From an optimization exercise on the open Yosys and OpenROAD flow, aimed at small area; shortcuts taken in it are not production practice.
In this exercise RTL edits were held to simulation tests only and were not proved equivalent to the original.
No driver is modelled on the clock port, so clock power and skew are understated where the tree is cut down; a real chip needs a root buffer or a tree.
No activity file was given, so power comes from the tool's default toggle rates.

Setup of run 1:
// home_automation
module home_automation
    (
        input clk, reset,
        input rx,
        output tx,
        output warning_o, alert_o,
        input AC_push_button,
        input threat,
        input [8-1:0] temparature_i,
        input [8-1:0] WINDOW_STATUS_i,
        input [4-1:0] DOOR_STATUS_i,
        input [11:0] time_i,
        input [7:0] sunlight_level_i,
        output blinds_status_o,
        input wire a,
        input wire b,
        output wire [2:0] led_status,
        input water_meter_status_i,
        input [7:0] home_tap_status_i,
        input gas_meter_i,
        input gas_detector_i,
        input [1:0] stove_status_i,
        output AC_heat_o, AC_cool_o,
        output lock_doors_o, lock_windows_o
    );
    wire uart_rx_done;
    wire [7:0] uart_rx_data;
    wire [1:0] security_level;
    uart_controller_rx UART_RX (clk, reset, rx, uart_rx_done, uart_rx_data);
    uart_controller_tx UART_TX (clk, reset, tx, security_level);
    wire ECO_mod_valid_r;
    wire emergency_control_valid;
    wire [1:0] ac_working_mode_r;
    wire [16-1:0] person_count_r;
    wire security_control_valid_r;
    panel_controller CONTROL_PANEL (clk, reset, uart_rx_done, uart_rx_data,
        emergency_control_valid, ECO_mod_valid_r, ac_working_mode_r, person_count_r, security_control_valid_r);
    wire AC_ECO_STATUS;
    ac_control_unit AC_UNIT_CONTROLlER (AC_push_button, AC_ECO_STATUS, clk, reset);
    fsm_lights LIGHTS (a, b, clk, reset, led_status);
    secuirty_hazard_controller SECURTY_CONTROL (clk, reset, threat, security_level);
    wire TEMPCONTROLLER_ac_heat_w, TEMPCONTROLLER_ac_cool_w, NOWASTE_ac_energy_w;
    wire [1:0] ac_mode_w = ac_working_mode_r & {2{AC_ECO_STATUS}};
    assign AC_heat_o = ~NOWASTE_ac_energy_w & TEMPCONTROLLER_ac_heat_w;
    assign AC_cool_o = ~NOWASTE_ac_energy_w & TEMPCONTROLLER_ac_cool_w;
    blinds_controller BLINDS_CONTROLLER (.time_i(time_i), .sunlight_level_i(sunlight_level_i),
        .blinds_status_o(blinds_status_o));
    emergency_control EMERGENCY (emergency_control_valid, warning_o, alert_o,
        water_meter_status_i, home_tap_status_i,
  ...
==> flow/config.mk <==
export PLATFORM = sky130hd
export DESIGN_NAME = home_automation
export DESIGN_NICKNAME = home_automation
export VERILOG_FILES = /design/flow/design.v
export SDC_FILE = /design/flow/constraint.sdc
export NUM_CORES = 4
export LEC_CHECK = 0
export CAP_MARGIN = 20
export CORE_MARGIN = 2
export CORE_UTILIZATION = 40
export PLACE_DENSITY = 0.6
export SLEW_MARGIN = 20
==> flow/constraint.sdc <==
create_clock -name core_clock -period 10.0 [get_ports {clk}]
set_input_delay 2.0000 -clock core_clock [delete_from_list [all_inputs] [get_ports {clk}]]
set_output_delay 2.0000 -clock core_clock [all_outputs]
set_load 0.01 [all_outputs]
standard.sh (not shown) runs the stock make flow with config.mk's settings and CLKGATE_MAP_FILE= SYNTH_SCRIPT=/design/flow/synth_recipe.tcl, a recipe that flattens the netlist after the stock synthesis.
==> flow/flow/run.sh <==
#!/bin/bash
# The standard layout (standard.sh) with these changes:
#  - synthesis is the standard synthesis script with only the ABC mapping
#    script replaced by an area-oriented one (flow/area.abc); registers are
#    mapped before ABC runs, so they are the standard synthesis's registers;
#  - after synthesis (POST_SYNTH hook) every combinational cell is given its
#    smallest drive strength; the standard repair steps resize where needed;
#  - input/output port buffers are sky130_fd_sc_hd__buf_1;
#  - the clock tree uses small clock buffers and no dummy loads; after
#    clock_tree_synthesis (POST_CTS hook, flow/clock_tree.tcl) its eight leaf
#    buffers are regrouped into four clusters around the registers' centroids.
# All ORFS logs stay under orfs/logs; make's own output goes to standard_flow.log.
set -euo pipefail
HERE=$(pwd)
# synthesis script: synth_recipe.tcl, sourcing a copy of ORFS synth.tcl whose
# abc call uses flow/area.abc as its script
sed 's#log_cmd abc {\*}$abc_args#set si [expr {[lsearch $abc_args -script] + 1}]\nset abc_args [lreplace $abc_args $si $si '"$HERE"'/flow/area.abc]\nlog_cmd abc {*}$abc_args#' \
  "$FLOW_HOME/scripts/synth.tcl" > "$HERE/synth_area.tcl"
grep -q 'flow/area.abc' "$HERE/synth_area.tcl"
sed 's#source $::env(SCRIPTS_DIR)/synth.tcl#source '"$HERE"'/synth_area.tcl#' synth_recipe.tcl > "$HERE/synth_recipe_area.tcl"
grep -q 'synth_area.tcl' "$HERE/synth_recipe_area.tcl"
CTS="-sink_clustering_enable -repair_clock_nets -buf_list {sky130_fd_sc_hd__clkbuf_4 sky130_fd_sc_hd__clkbuf_8} -root_buf sky130_fd_sc_hd__clkbuf_8 -dont_use_dummy_load"
bash standard.sh "CLK_LEAVES=5" \
  "SYNTH_SCRIPT=$HERE/synth_recipe_area.tcl" \
  "ABC_AREA=1" \
  "POST_SYNTH_TCL=$HERE/flow/downsize.tcl" \
  "BUFFER_PORTS_ARGS=-buffer_cell sky130_fd_sc_hd__buf_1" \
  "CTS_ARGS=$CTS" \
  "POST_CTS_TCL=$HERE/flow/clock_tree.tcl" \
  finish > standard_flow.log 2>&1
==> flow/flow/clock_tree.tcl <==
# Merge leaf clock buffers: keep `keep` leaves (those driven by the root),
# move the sinks of each other leaf to the nearest kept one, and give kept
# leaves the master `leaf_master`.
proc merge_clock_leaves { keep leaf_master root_master } {
  set block [ord::get_db_block]
  set db [ord::get_db]
  set clk_net [$block findNet clk]
  set roots {}
  foreach it [$clk_net getITerms] { if { [$it isInputSignal] } { lappend roots [$it getInst] } }
  if { [llength $roots] != 1 } { puts "merge: clock port drives [llength $roots] cells, left as is"; return }
  set root [lindex $roots 0]
  set rout [[$root findITerm X] getNet]
  set leaves {}
  foreach it [$rout getITerms] {
    set inst [$it getInst]
    if { $inst == $root } { continue }
    if { [string match *clkbuf* [[$inst getMaster] getName]] } { lappend leaves $inst }
  }
  # choose kept leaves greedily: farthest-point sampling
  set kept [list [lindex $leaves 0]]
  while { [llength $kept] < $keep && [llength $kept] < [llength $leaves] } {
    set bestd -1; set besti {}
    foreach l $leaves {
      if { [lsearch $kept $l] >= 0 } { continue }
      set lx [lindex [$l getLocation] 0]; set ly [lindex [$l getLocation] 1]
      set md 1e18
      foreach k $kept {
        set d [expr { abs($lx - [lindex [$k getLocation] 0]) + abs($ly - [lindex [$k getLocation] 1]) }]
        if { $d < $md } { set md $d }
      }
      if { $md > $bestd } { set bestd $md; set besti $l }
    }
    lappend kept $besti
  }
  set removed 0
  foreach l $leaves {
    if { [lsearch $kept $l] >= 0 } { continue }
    set lnet [[$l findITerm X] getNet]
    set sinks {}
    foreach sit [$lnet getITerms] { if { [$sit getInst] != $l } { lappend sinks $sit } }
    foreach sit $sinks {
      set bb [[$sit getInst] getLocation]
      set md 1e18; set tgt {}
      foreach k $kept {
        set d [expr { abs([lindex $bb 0] - [lindex [$k getLocation] 0]) + abs([lindex $bb 1] - [lindex [$k getLocation] 1]) }]
        if { $d < $md } { set md $d; set tgt $k }
      }
      $sit disconnect
      $sit connect [[$tgt findITerm X] getNet]
    }
    [$l findITerm A] disconnect
    [$l findITerm X] disconnect
    odb::dbInst_destroy $l
    odb::dbNet_destroy $lnet
    incr removed
  }
  foreach k $kept { $k swapMaster [$db findMaster $leaf_master] }
  $root swapMaster [$db findMaster $root_master]
  puts "merge: removed $removed leaves, kept [llength $kept] ($leaf_master), root $root_master"
}

# Re-cluster the clock sinks: keep `keep` leaf buffers, assign every sink to
# its nearest kept leaf and move each leaf to its cluster's centroid (a few
# Lloyd iterations), with leaf master `leaf_master` and root `root_master`.
proc recluster_clock { keep leaf_master root_master iters } {
  merge_clock_leaves $keep $leaf_master $root_master
  set block [ord::get_db_block]
  set clk_net [$block findNet clk]
  foreach it [$clk_net getITerms] { if { [$it isInputSignal] } { set root [$it getInst] } }
  set rout [[$root findITerm X] getNet]
  set leaves {}
  foreach it [$rout getITerms] {
    set inst [$it getInst]
    if { $inst != $root } { lappend leaves $inst }
  }
  set sinks {}
  foreach l $leaves {
    foreach sit [[[$l findITerm X] getNet] getITerms] { if { [$sit getInst] != $l } { lappend sinks $sit } }
  }
  for { set n 0 } { $n < $iters } { incr n } {
    # centroids
    foreach l $leaves { set sx($l) 0.0; set sy($l) 0.0; set cnt($l) 0 }
    foreach sit $sinks {
      set l [[[$sit getNet] getFirstOutput] getInst]
      set loc [[$sit getInst] getLocation]
      set sx($l) [expr { $sx($l) + [lindex $loc 0] }]
      set sy($l) [expr { $sy($l) + [lindex $loc 1] }]
      incr cnt($l)
    }
    foreach l $leaves {
      if { $cnt($l) > 0 } {
        $l setLocation [expr { int($sx($l) / $cnt($l)) }] [expr { int($sy($l) / $cnt($l)) }]
      }
    }
    # reassign
    foreach sit $sinks {
      set loc [[$sit getInst] getLocation]
      set md 1e18; set tgt {}
      foreach l $leaves {
        set d [expr { abs([lindex $loc 0] - [lindex [$l getLocation] 0]) + abs([lindex $loc 1] - [lindex [$l getLocation] 1]) }]
        if { $d < $md } { set md $d; set tgt $l }
      }
      set tnet [[$tgt findITerm X] getNet]
      if { [$sit getNet] != $tnet } { $sit disconnect; $sit connect $tnet }
    }
  }
  # root at the centroid of the leaves
  set x 0.0; set y 0.0
  foreach l $leaves { set x [expr { $x + [lindex [$l getLocation] 0] }]; set y [expr { $y + [lindex [$l getLocation] 1] }] }
  $root setLocation [expr { int($x / [llength $leaves]) }] [expr { int($y / [llength $leaves]) }]
  foreach l $leaves { puts "recluster: leaf [$l getName] drives [expr {[llength [[[$l findITerm X] getNet] getITerms]] - 1}] sinks" }
}

# POST_CTS hook: the H-tree from clock_tree_synthesis has one root and eight
# leaf buffers; regroup the registers into CLK_LEAVES clusters around their
# centroids, each driven by one leaf buffer, then legalize the placement.
set nleaves 4
if { [info exists ::env(CLK_LEAVES)] } { set nleaves $::env(CLK_LEAVES) }
set leafm sky130_fd_sc_hd__clkbuf_8
if { [info exists ::env(CLK_LEAF_CELL)] } { set leafm $::env(CLK_LEAF_CELL) }
set rootm sky130_fd_sc_hd__clkbuf_4
if { [info exists ::env(CLK_ROOT_CELL)] } { set rootm $::env(CLK_ROOT_CELL) }
recluster_clock $nleaves $leafm $rootm 6
detailed_placement
estimate_parasitics -placement
report_clock_skew
Other scripts of this flow, unchanged in this note and not shown: flow/flow/area.abc, flow/flow/downsize.tcl
Run 1: no failed stages, no open violations at the end
### run 1 -> run 2
-- flow/flow/run.sh --
<<< run 1, line 23
bash standard.sh "CLK_LEAVES=5" \
>>> run 2, line 23
bash standard.sh "CLK_LEAVES=6" \
--- outcome ---
- Every stage of the flow completed for run 2, and the final layout passed the timing, design-rule and antenna checks.
- Run 1 -> run 2: wire length per cell increased slightly
- Summary of run 2 over run 1: share of final-layout standard cells stronger than drive strength 1 rose by 0.29 points; part of the power in the clock network rose by 1.2 points; wire length on met2 rose by 27 um.
- Against run 1, run 2 comes in 0.0019 mW higher on switching component of the power.
- Total power consumption of the routed design in run 2 vs run 1: up 0.010 mW
- Changes observed in run 2 relative to run 1: fraction of area in clock buffers and inverters grew by 0.36 points, net count reported at finish held steady.
- Run 1 → run 2: sequential power neither gained nor lost much; final area picked up an extra 14 um^2; proportion of power drawn by combinational gates lost 0.2 points.
The inputs of run 3 differ from those of run 2 as listed below.
-- flow/flow/run.sh --
<<< run 2, line 23
bash standard.sh "CLK_LEAVES=6" \
>>> run 3, line 23
bash standard.sh \
[summary]
Run 3 vs run 2: final hold slack up. Routed wire in run 3 totals less than in run 2. Delta (run 3 minus run 2): area reported by Yosys stat stayed essentially flat, flip-flop and latch share of the layout cell area rose 0.37 points, final cell count without fillers now sits lower, internal power contribution went down, overall power of the completed layout decreased 3.3%.
### run 3 -> run 4
-- flow/flow/run.sh --
<<< run 3, line 23
bash standard.sh \
>>> run 4, line 23
bash standard.sh "CLK_NO_ROOT=1" \
-- flow/flow/clock_tree.tcl --
<<< run 3, line 95
    # reassign
>>> run 4, line 95
    # reassign, nearest leaf first but at most `cap` sinks per leaf, so that
    # the leaves carry equal loads
    set cap [expr { int(ceil(double([llength $sinks]) / [llength $leaves])) }]
    set pairs {}
    set si 0
<<< run 3, line 98
      set md 1e18; set tgt {}
>>> run 4, line 102
      set li 0
<<< run 3, line 101
        if { $d < $md } { set md $d; set tgt $l }
>>> run 4, line 105
        lappend pairs [list $d $si $li]
        incr li
<<< run 3, line 103
      set tnet [[$tgt findITerm X] getNet]
>>> run 4, line 108
      incr si
    }
    set pairs [lsort -real -index 0 $pairs]
    array unset done; array unset load
    for { set li 0 } { $li < [llength $leaves] } { incr li } { set load($li) 0 }
    foreach p $pairs {
      lassign $p d si li
      if { [info exists done($si)] || $load($li) >= $cap } { continue }
      set done($si) 1
      incr load($li)
      set sit [lindex $sinks $si]
      set tnet [[[lindex $leaves $li] findITerm X] getNet]
<<< run 3, line 106
>>> run 4, line 122
  }
  # final leaf positions: centroids of their clusters
  foreach l $leaves { set sx($l) 0.0; set sy($l) 0.0; set cnt($l) 0 }
  foreach sit $sinks {
    set l [[[$sit getNet] getFirstOutput] getInst]
    set loc [[$sit getInst] getLocation]
    set sx($l) [expr { $sx($l) + [lindex $loc 0] }]
    set sy($l) [expr { $sy($l) + [lindex $loc 1] }]
    incr cnt($l)
  }
  foreach l $leaves {
    if { $cnt($l) > 0 } { $l setLocation [expr { int($sx($l) / $cnt($l)) }] [expr { int($sy($l) / $cnt($l)) }] }
<<< run 3, line 123
recluster_clock $nleaves $leafm $rootm 6
>>> run 4, line 151
recluster_clock $nleaves $leafm $rootm 10
if { [info exists ::env(CLK_NO_ROOT)] && $nleaves <= 4 } {
  set block [ord::get_db_block]
  set clk_net [$block findNet clk]
  foreach it [$clk_net getITerms] { if { [$it isInputSignal] } { set root [$it getInst] } }
  set rnet [[$root findITerm X] getNet]
  set lits {}
  foreach it [$rnet getITerms] { if { [$it getInst] != $root } { lappend lits $it } }
  foreach it $lits { $it disconnect; $it connect $clk_net }
  [$root findITerm A] disconnect
  [$root findITerm X] disconnect
  odb::dbInst_destroy $root
  odb::dbNet_destroy $rnet
  puts "clock_tree: root buffer removed; clock port drives [llength $lits] leaf buffers"
}
Notes after the runs:
Run 4 went all the way through the flow, and no timing, DRC or antenna check failed.
The higher worst setup slack came out of run 3.
Re count of clock tree sinks: no difference whatsoever between run 3 and run 4.
Sequential share of layout area essentially unchanged between run 3 and run 4.
Proportion of power drawn by the clock network: run 3 and run 4 compared, higher one is run 3
Relative to run 3, clock distribution power decreased by about 10% in run 4.
On run 4: total power is 2.1% lower than what run 3 gave.
For worst slew margin relative to its limit, run 4 and run 3 come out practically identical.

-- afterwards: timing with drivers on the ports --
Ports are ideal in the flow. The routed layouts listed here were re-timed in OpenROAD. Step 1 (the two cells are an assumption about what drives the block):
set clk [get_ports {clk}]
set_driving_cell -lib_cell sky130_fd_sc_hd__clkbuf_16 $clk
set_driving_cell -lib_cell sky130_fd_sc_hd__buf_2 [delete_from_list [all_inputs] $clk]
Step 2 adds t to the input delays and takes it off the output delays; t is the mean of the earliest and latest rising clock arrival at the registers after step 1. Input paths then give back, and output paths get back, about the clock's delay inside the block. a / b / c = ideal ports / drivers / drivers and shift; a / b = the first two.
| run | shift t [ns] | setup slack, ns | pins driven straight from the clock port |
|---|---|---|---|
| run 1 | 0.399 | 2.909 / 2.909 / 2.909 | 1 |
| run 2 | 0.429 | 2.896 / 2.896 / 2.896 | 1 |
| run 3 | 0.395 | 2.929 / 2.929 / 2.929 | 1 |
| run 4 | 0.220 | 2.902 / 2.902 / 2.902 | 4 |
After both steps every run listed still meets setup and hold.
